This design comes from an exercise in tuning for small area and a short achievable clock period on the open sky130 flow, not from production work.
Function was checked by simulation only, so behaviour that the tests miss may differ from the original.
No activity file was given, so power comes from the tool's default toggle rates.

==> flow/design.v (excerpt) <==
module Processor_with_Power_Gating(
    input  wire clk,
    input  wire reset,
    input  wire [3:0] alu_a,
    input  wire [3:0] alu_b,
    input  wire [2:0] alu_opcode,
    output wire [3:0] alu_result,
    input  wire [3:0] mem_addr,
    input  wire [7:0] mem_data_in,
    input  wire mem_write_en,
    input  wire mem_req_valid,
    output wire [7:0] mem_data_out,
    input  wire [7:0] io_in,
    input  wire io_write_en,
    input  wire io_read_request,
    output wire [7:0] io_out,
    output wire alu_idle,
    output wire mem_idle,
    output wire io_idle,
    output wire alu_power_gated,
    output wire mem_power_gated,
    output wire io_power_gated,
    output wire system_power_save_mode,
    output wire [1:0] active_modules_count,
    output wire [7:0] power_efficiency_metric,
    output wire alu_clk_en,
    output wire mem_clk_en,
    output wire io_clk_en
);
For scale: about 940 cells after synthesis, about 77 I/O pins, about 0.012 mm^2 of cells after synthesis.
==> flow/config.mk <==
export PLATFORM = sky130hd
export DESIGN_NAME = Processor_with_Power_Gating
export DESIGN_NICKNAME = Processor_with_Power_Gating
export VERILOG_FILES = /design/flow/design.v
export SDC_FILE = /design/flow/constraint.sdc
export NUM_CORES = 4
export LEC_CHECK = 0
export CAP_MARGIN = 20
export CORE_MARGIN = 2
export CORE_UTILIZATION = 40
export SLEW_MARGIN = 20
==> flow/constraint.sdc <==
create_clock -name core_clock -period 90.0 [get_ports {clk}]
set_input_delay 18.0000 -clock core_clock [delete_from_list [all_inputs] [get_ports {clk}]]
set_output_delay 18.0000 -clock core_clock [all_outputs]
set_load 0.01 [all_outputs]
standard.sh (not shown) runs the stock make flow with config.mk's settings and CLKGATE_MAP_FILE= SYNTH_SCRIPT=/design/flow/synth_recipe.tcl, a recipe that flattens the netlist after the stock synthesis.
==> flow/flow/run.sh <==
#!/bin/bash
# The standard layout (the standard.sh, unchanged synthesis and steps),
# with two changes:
#  - the port buffers that global placement inserts on every input and output
#    are sky130_fd_sc_hd__buf_2 instead of the default clkdlybuf4s50_1 delay
#    cell;
#  - clock tree synthesis inserts no dummy load cells, and builds the tree
#    from small clock buffers.
set -euo pipefail
export BUFFER_PORTS_ARGS="-buffer_cell sky130_fd_sc_hd__buf_2"
export CTS_ARGS="-sink_clustering_enable -repair_clock_nets -dont_use_dummy_load -buf_list {sky130_fd_sc_hd__clkbuf_2}"
export SETUP_SLACK_MARGIN=70.8
bash standard.sh > standard.log 2>&1
Edit:
--- a/flow/flow/run.sh
+++ b/flow/flow/run.sh
@@ -10,4 +10,3 @@
 export BUFFER_PORTS_ARGS="-buffer_cell sky130_fd_sc_hd__buf_2"
-export CTS_ARGS="-sink_clustering_enable -repair_clock_nets -dont_use_dummy_load -buf_list {sky130_fd_sc_hd__clkbuf_2}"
-export SETUP_SLACK_MARGIN=70.8
+export CTS_ARGS="-sink_clustering_enable -repair_clock_nets -dont_use_dummy_load -buf_list {sky130_fd_sc_hd__clkbuf_4 sky130_fd_sc_hd__clkbuf_8}"
 bash standard.sh > standard.log 2>&1
Result: The changed run finished with timing, DRC and antenna clean. Non-clock buffer count goes down by 6. Utilization goes down by 0.35 points. Count of clock-buffer cells in the layout goes down by 24.
Edit:
==> flow/flow/run.sh (replaced) <==
#!/bin/bash
# The standard layout (the standard.sh, unchanged synthesis and steps),
# with one change: the port buffers that global placement inserts on every
# input and output are sky130_fd_sc_hd__buf_2 instead of the cell
# buffer_ports picks by default (a clkdlybuf4s50_1 delay cell).
set -euo pipefail
export BUFFER_PORTS_ARGS="-buffer_cell sky130_fd_sc_hd__buf_2"
bash standard.sh > standard.log 2>&1
- CAP_MARGIN: 20 -> 50
- SLEW_MARGIN: 20 -> 50
=>
- die area stays the same
- cell area rose by 3.0%
- power rose by 14%
- via count fell by 0.82%
- combinational power stays flat
Edit:
==> flow/flow/run.sh (replaced) <==
#!/bin/bash
# The standard layout (the standard.sh, unchanged synthesis and steps),
# with two changes:
#  - the port buffers that global placement inserts on every input and output
#    are sky130_fd_sc_hd__buf_2 instead of the default clkdlybuf4s50_1 delay
#    cell;
#  - clock tree synthesis inserts no dummy load cells, and builds the tree
#    from small clock buffers.
set -euo pipefail
export BUFFER_PORTS_ARGS="-buffer_cell sky130_fd_sc_hd__buf_2"
export CTS_ARGS="-sink_clustering_enable -repair_clock_nets -dont_use_dummy_load -buf_list {sky130_fd_sc_hd__clkbuf_2}"
bash standard.sh > standard.log 2>&1
- CAP_MARGIN: 50 -> 20
- SLEW_MARGIN: 50 -> 20
Clock power came out lower by well over a third.
Wire length came out higher slightly.
Global-route usage goes up by 0.35 points.
Edit:
==> flow/flow/run.sh (replaced) <==
#!/bin/bash
# The standard layout (the standard.sh, unchanged synthesis and steps),
# with one change: the port buffers that global placement inserts on every
# input and output are sky130_fd_sc_hd__buf_2 instead of the cell
# buffer_ports picks by default (a clkdlybuf4s50_1 delay cell).
set -euo pipefail
export BUFFER_PORTS_ARGS="-buffer_cell sky130_fd_sc_hd__buf_2"
bash standard.sh > standard.log 2>&1
The new run finished clean.
Clock power is higher by 93%.
Fmax is lower by 1.0%.
Clock-buffer cell count is lower by 28.
Setup slack loses 200 ps.
Sequential share of layout area is lower by 2.4 points.

========
## red
Another version of the RTL of Processor_with_Power_Gating (not shown whole).
For scale: roughly 250 flip-flops, about 12,000 sq um of cells after synthesis.
Design Processor_with_Power_Gating, start of the top module:
module Processor_with_Power_Gating(
    input  wire clk,
    input  wire reset,
    input  wire [3:0] alu_a,
    input  wire [3:0] alu_b,
    input  wire [2:0] alu_opcode,
    output wire [3:0] alu_result,
    input  wire [3:0] mem_addr,
    input  wire [7:0] mem_data_in,
    input  wire mem_write_en,
    input  wire mem_req_valid,
    output wire [7:0] mem_data_out,
    input  wire [7:0] io_in,
    input  wire io_write_en,
    input  wire io_read_request,
    output wire [7:0] io_out,
    output wire alu_idle,
    output wire mem_idle,
    output wire io_idle,
    output wire alu_power_gated,
    output wire mem_power_gated,
    output wire io_power_gated,
    output wire system_power_save_mode,
    output wire [1:0] active_modules_count,
    output wire [7:0] power_efficiency_metric,
    output wire alu_clk_en,
    output wire mem_clk_en,
    output wire io_clk_en
);
    ALU_with_power_gating alu_inst (
        .clk(clk),
        .reset(reset),
        .A(alu_a),
        .B(alu_b),
        .opcode(alu_opcode),
        .result(alu_result),
        .idle_detect(alu_idle),
        .power_gated(alu_power_gated),
        .clk_en(alu_clk_en)
    );
    Memory_with_power_gating mem_inst (
        .clk(clk),
        .reset(reset),
        .addr(mem_addr),
        .data_in(mem_data_in),
        .write_en(mem_write_en),
        .req_valid(mem_req_valid),
        .data_out(mem_data_out),
        .idle_detect(mem_idle),
        .power_gated(mem_power_gated),
        .clk_en(mem_clk_en)
    );
    IO_with_power_gating io_inst (
        .clk(clk),
        .reset(reset),
        .io_in(io_in),
        .write_en(io_write_en),
        .read_request(io_read_request),
        .io_out(io_out),
        .idle_detect(io_idle),
        .power_gated(io_power_gated),
        .clk_en(io_clk_en)
    );
    Power_Management_Controller pmc_inst (
        .clk(clk),
        .reset(reset),
        .alu_idle(alu_idle),
        .mem_idle(mem_idle),
        .io_idle(io_idle),
        .alu_power_gated(alu_power_gated),
        .mem_power_gated(mem_power_gated),
        .io_power_gated(io_power_gated),
  ...
Settings: LEC_CHECK=0, CAP_MARGIN=20, CORE_MARGIN=2, CORE_UTILIZATION=40, SLEW_MARGIN=20; clock period 90.0 ns.
==> flow/flow/run.sh <==
#!/bin/bash
# The standard layout (the standard.sh, unchanged synthesis and steps),
# with two changes:
#  - the port buffers that global placement inserts on every input and output
#    are sky130_fd_sc_hd__buf_2 instead of the default clkdlybuf4s50_1 delay
#    cell;
#  - clock tree synthesis inserts no dummy load cells, and builds the tree
#    from small clock buffers.
set -euo pipefail
export BUFFER_PORTS_ARGS="-buffer_cell sky130_fd_sc_hd__buf_2"
export CTS_ARGS="-sink_clustering_enable -repair_clock_nets -dont_use_dummy_load -root_buf sky130_fd_sc_hd__clkbuf_16 -buf_list {sky130_fd_sc_hd__clkbuf_2} -sink_clustering_size 8"
bash standard.sh > standard.log 2>&1
[inputs] blue vs red
Settings: an added SYNTH_HIERARCHICAL of 1.
-- flow/flow/run.sh --
<<< red, line 10
export BUFFER_PORTS_ARGS="-buffer_cell sky130_fd_sc_hd__buf_2"
export CTS_ARGS="-sink_clustering_enable -repair_clock_nets -dont_use_dummy_load -root_buf sky130_fd_sc_hd__clkbuf_16 -buf_list {sky130_fd_sc_hd__clkbuf_2} -sink_clustering_size 8"
bash standard.sh > standard.log 2>&1
>>> blue, line 10
export BUFFER_PORTS_ARGS="-buffer_cell sky130_fd_sc_hd__buf_2"
export CTS_ARGS="-sink_clustering_enable -repair_clock_nets -dont_use_dummy_load -root_buf sky130_fd_sc_hd__clkbuf_16 -buf_list {sky130_fd_sc_hd__clkbuf_2}"
bash standard.sh > standard.log 2>&1
Notes after the runs:
Timing, DRC, antenna: 0 failures across blue and red. Of the two values seen for library cell contributing the largest single delay on the critical path, sky130_fd_sc_hd__buf_2 was produced by blue and sky130_fd_sc_hd__nor2_1 by red. Compared with red, in blue amount of wire on met3 after detailed routing fell by 1.6%; worst-case setup slack after placement decreased by 64 ps relative to the old numbers; cell count went up 7.5%. Delta (blue minus red): register-to-register setup slack went down 1030 ps; via count of the first global-routing pass went up 571; area of combinational cells with multiple inputs has increased; wire length reported by the detailed router down 0.35%.
Inputs modified between blue and green:
Settings: clearing SYNTH_HIERARCHICAL, which used to be 1.
-- flow/flow/run.sh --
<<< blue, line 10
export BUFFER_PORTS_ARGS="-buffer_cell sky130_fd_sc_hd__buf_2"
export CTS_ARGS="-sink_clustering_enable -repair_clock_nets -dont_use_dummy_load -root_buf sky130_fd_sc_hd__clkbuf_16 -buf_list {sky130_fd_sc_hd__clkbuf_2}"
bash standard.sh > standard.log 2>&1
>>> green, line 10
export BUFFER_PORTS_ARGS="-buffer_cell sky130_fd_sc_hd__buf_2"
export CTS_ARGS="-sink_clustering_enable -repair_clock_nets -dont_use_dummy_load -root_buf sky130_fd_sc_hd__clkbuf_16 -buf_list {sky130_fd_sc_hd__clkbuf_4} -sink_clustering_size 12"
bash standard.sh > standard.log 2>&1
==> summary.txt <==
In green relative to blue, total power had gone up slightly.
Any difference in power dissipated in sequential cells between green and blue is small enough to ignore.
blue reports its slowest stage cell on the critical path as sky130_fd_sc_hd__buf_2 while green reports sky130_fd_sc_hd__nor4_1.
Switching part of the total power is higher on blue
green has more setup slack than blue.
From blue to green the numbers moved as follows: fraction of standard cell area that is sequential grew by 2.5 points; utilization grew by 0.74 points.
Compared with blue, green shows a lower portion of total power attributed to combinational logic.

[separate check: timing with driven ports]
The results above use ideal ports. As a check the final layouts listed here were re-extracted and re-timed, cells and wires unchanged.
Step 1: set_driving_cell puts a clkbuf_16 on clk and a buf_2 on each other input, an assumption about the parent block.
Step 2 times the ports against the registers' clock, not the clock port: input delays grow and output delays shrink by t, the midpoint of the rising clock arrivals with the driver on.
Three values: no drivers, after step 1, after step 2; two values: the first two.
| run | shift t [ns] | setup slack, ns | hold slack, ns | worst slew at a driven data input, ns | cell pins on the clock port's net |
|---|---|---|---|---|---|
| the first run of note 1 | 0.801 | 70.591 / 70.546 / 69.979 | 0.344 / 0.344 / 0.344 | 0.05 | 1 |
| the second run of note 1 | 0.560 | 70.360 / 70.369 / 69.809 | 0.347 / 0.347 / 0.347 | 0.04 | 1 |
| the third run of note 1 | 0.583 | 70.356 / 70.369 / 69.786 | 0.349 / 0.349 / 0.349 | 0.05 | 1 |
| the fourth run of note 1 | 0.801 | 70.536 / 70.494 / 69.833 | 0.357 / 0.357 / 0.357 | 0.04 | 1 |
| the fifth run of note 1 | 0.585 | 70.335 / 70.349 / 69.764 | 0.349 / 0.349 / 0.349 | 0.04 | 1 |
| red | 0.514 | 70.285 / 70.307 / 69.793 | 0.352 / 0.352 / 0.352 | 0.06 | 1 |
| blue | 0.523 | 70.231 / 70.230 / 69.707 | 0.351 / 0.351 / 0.351 | 0.06 | 1 |
| green | 0.522 | 70.300 / 70.322 / 69.801 | 0.343 / 0.343 / 0.343 | 0.06 | 1 |
After both steps setup and hold are still met in every run listed. For the fourth run of note 1, which loses most, drivers alone change the setup slack by -0.042 ns; drivers and shift together by -0.703 ns.
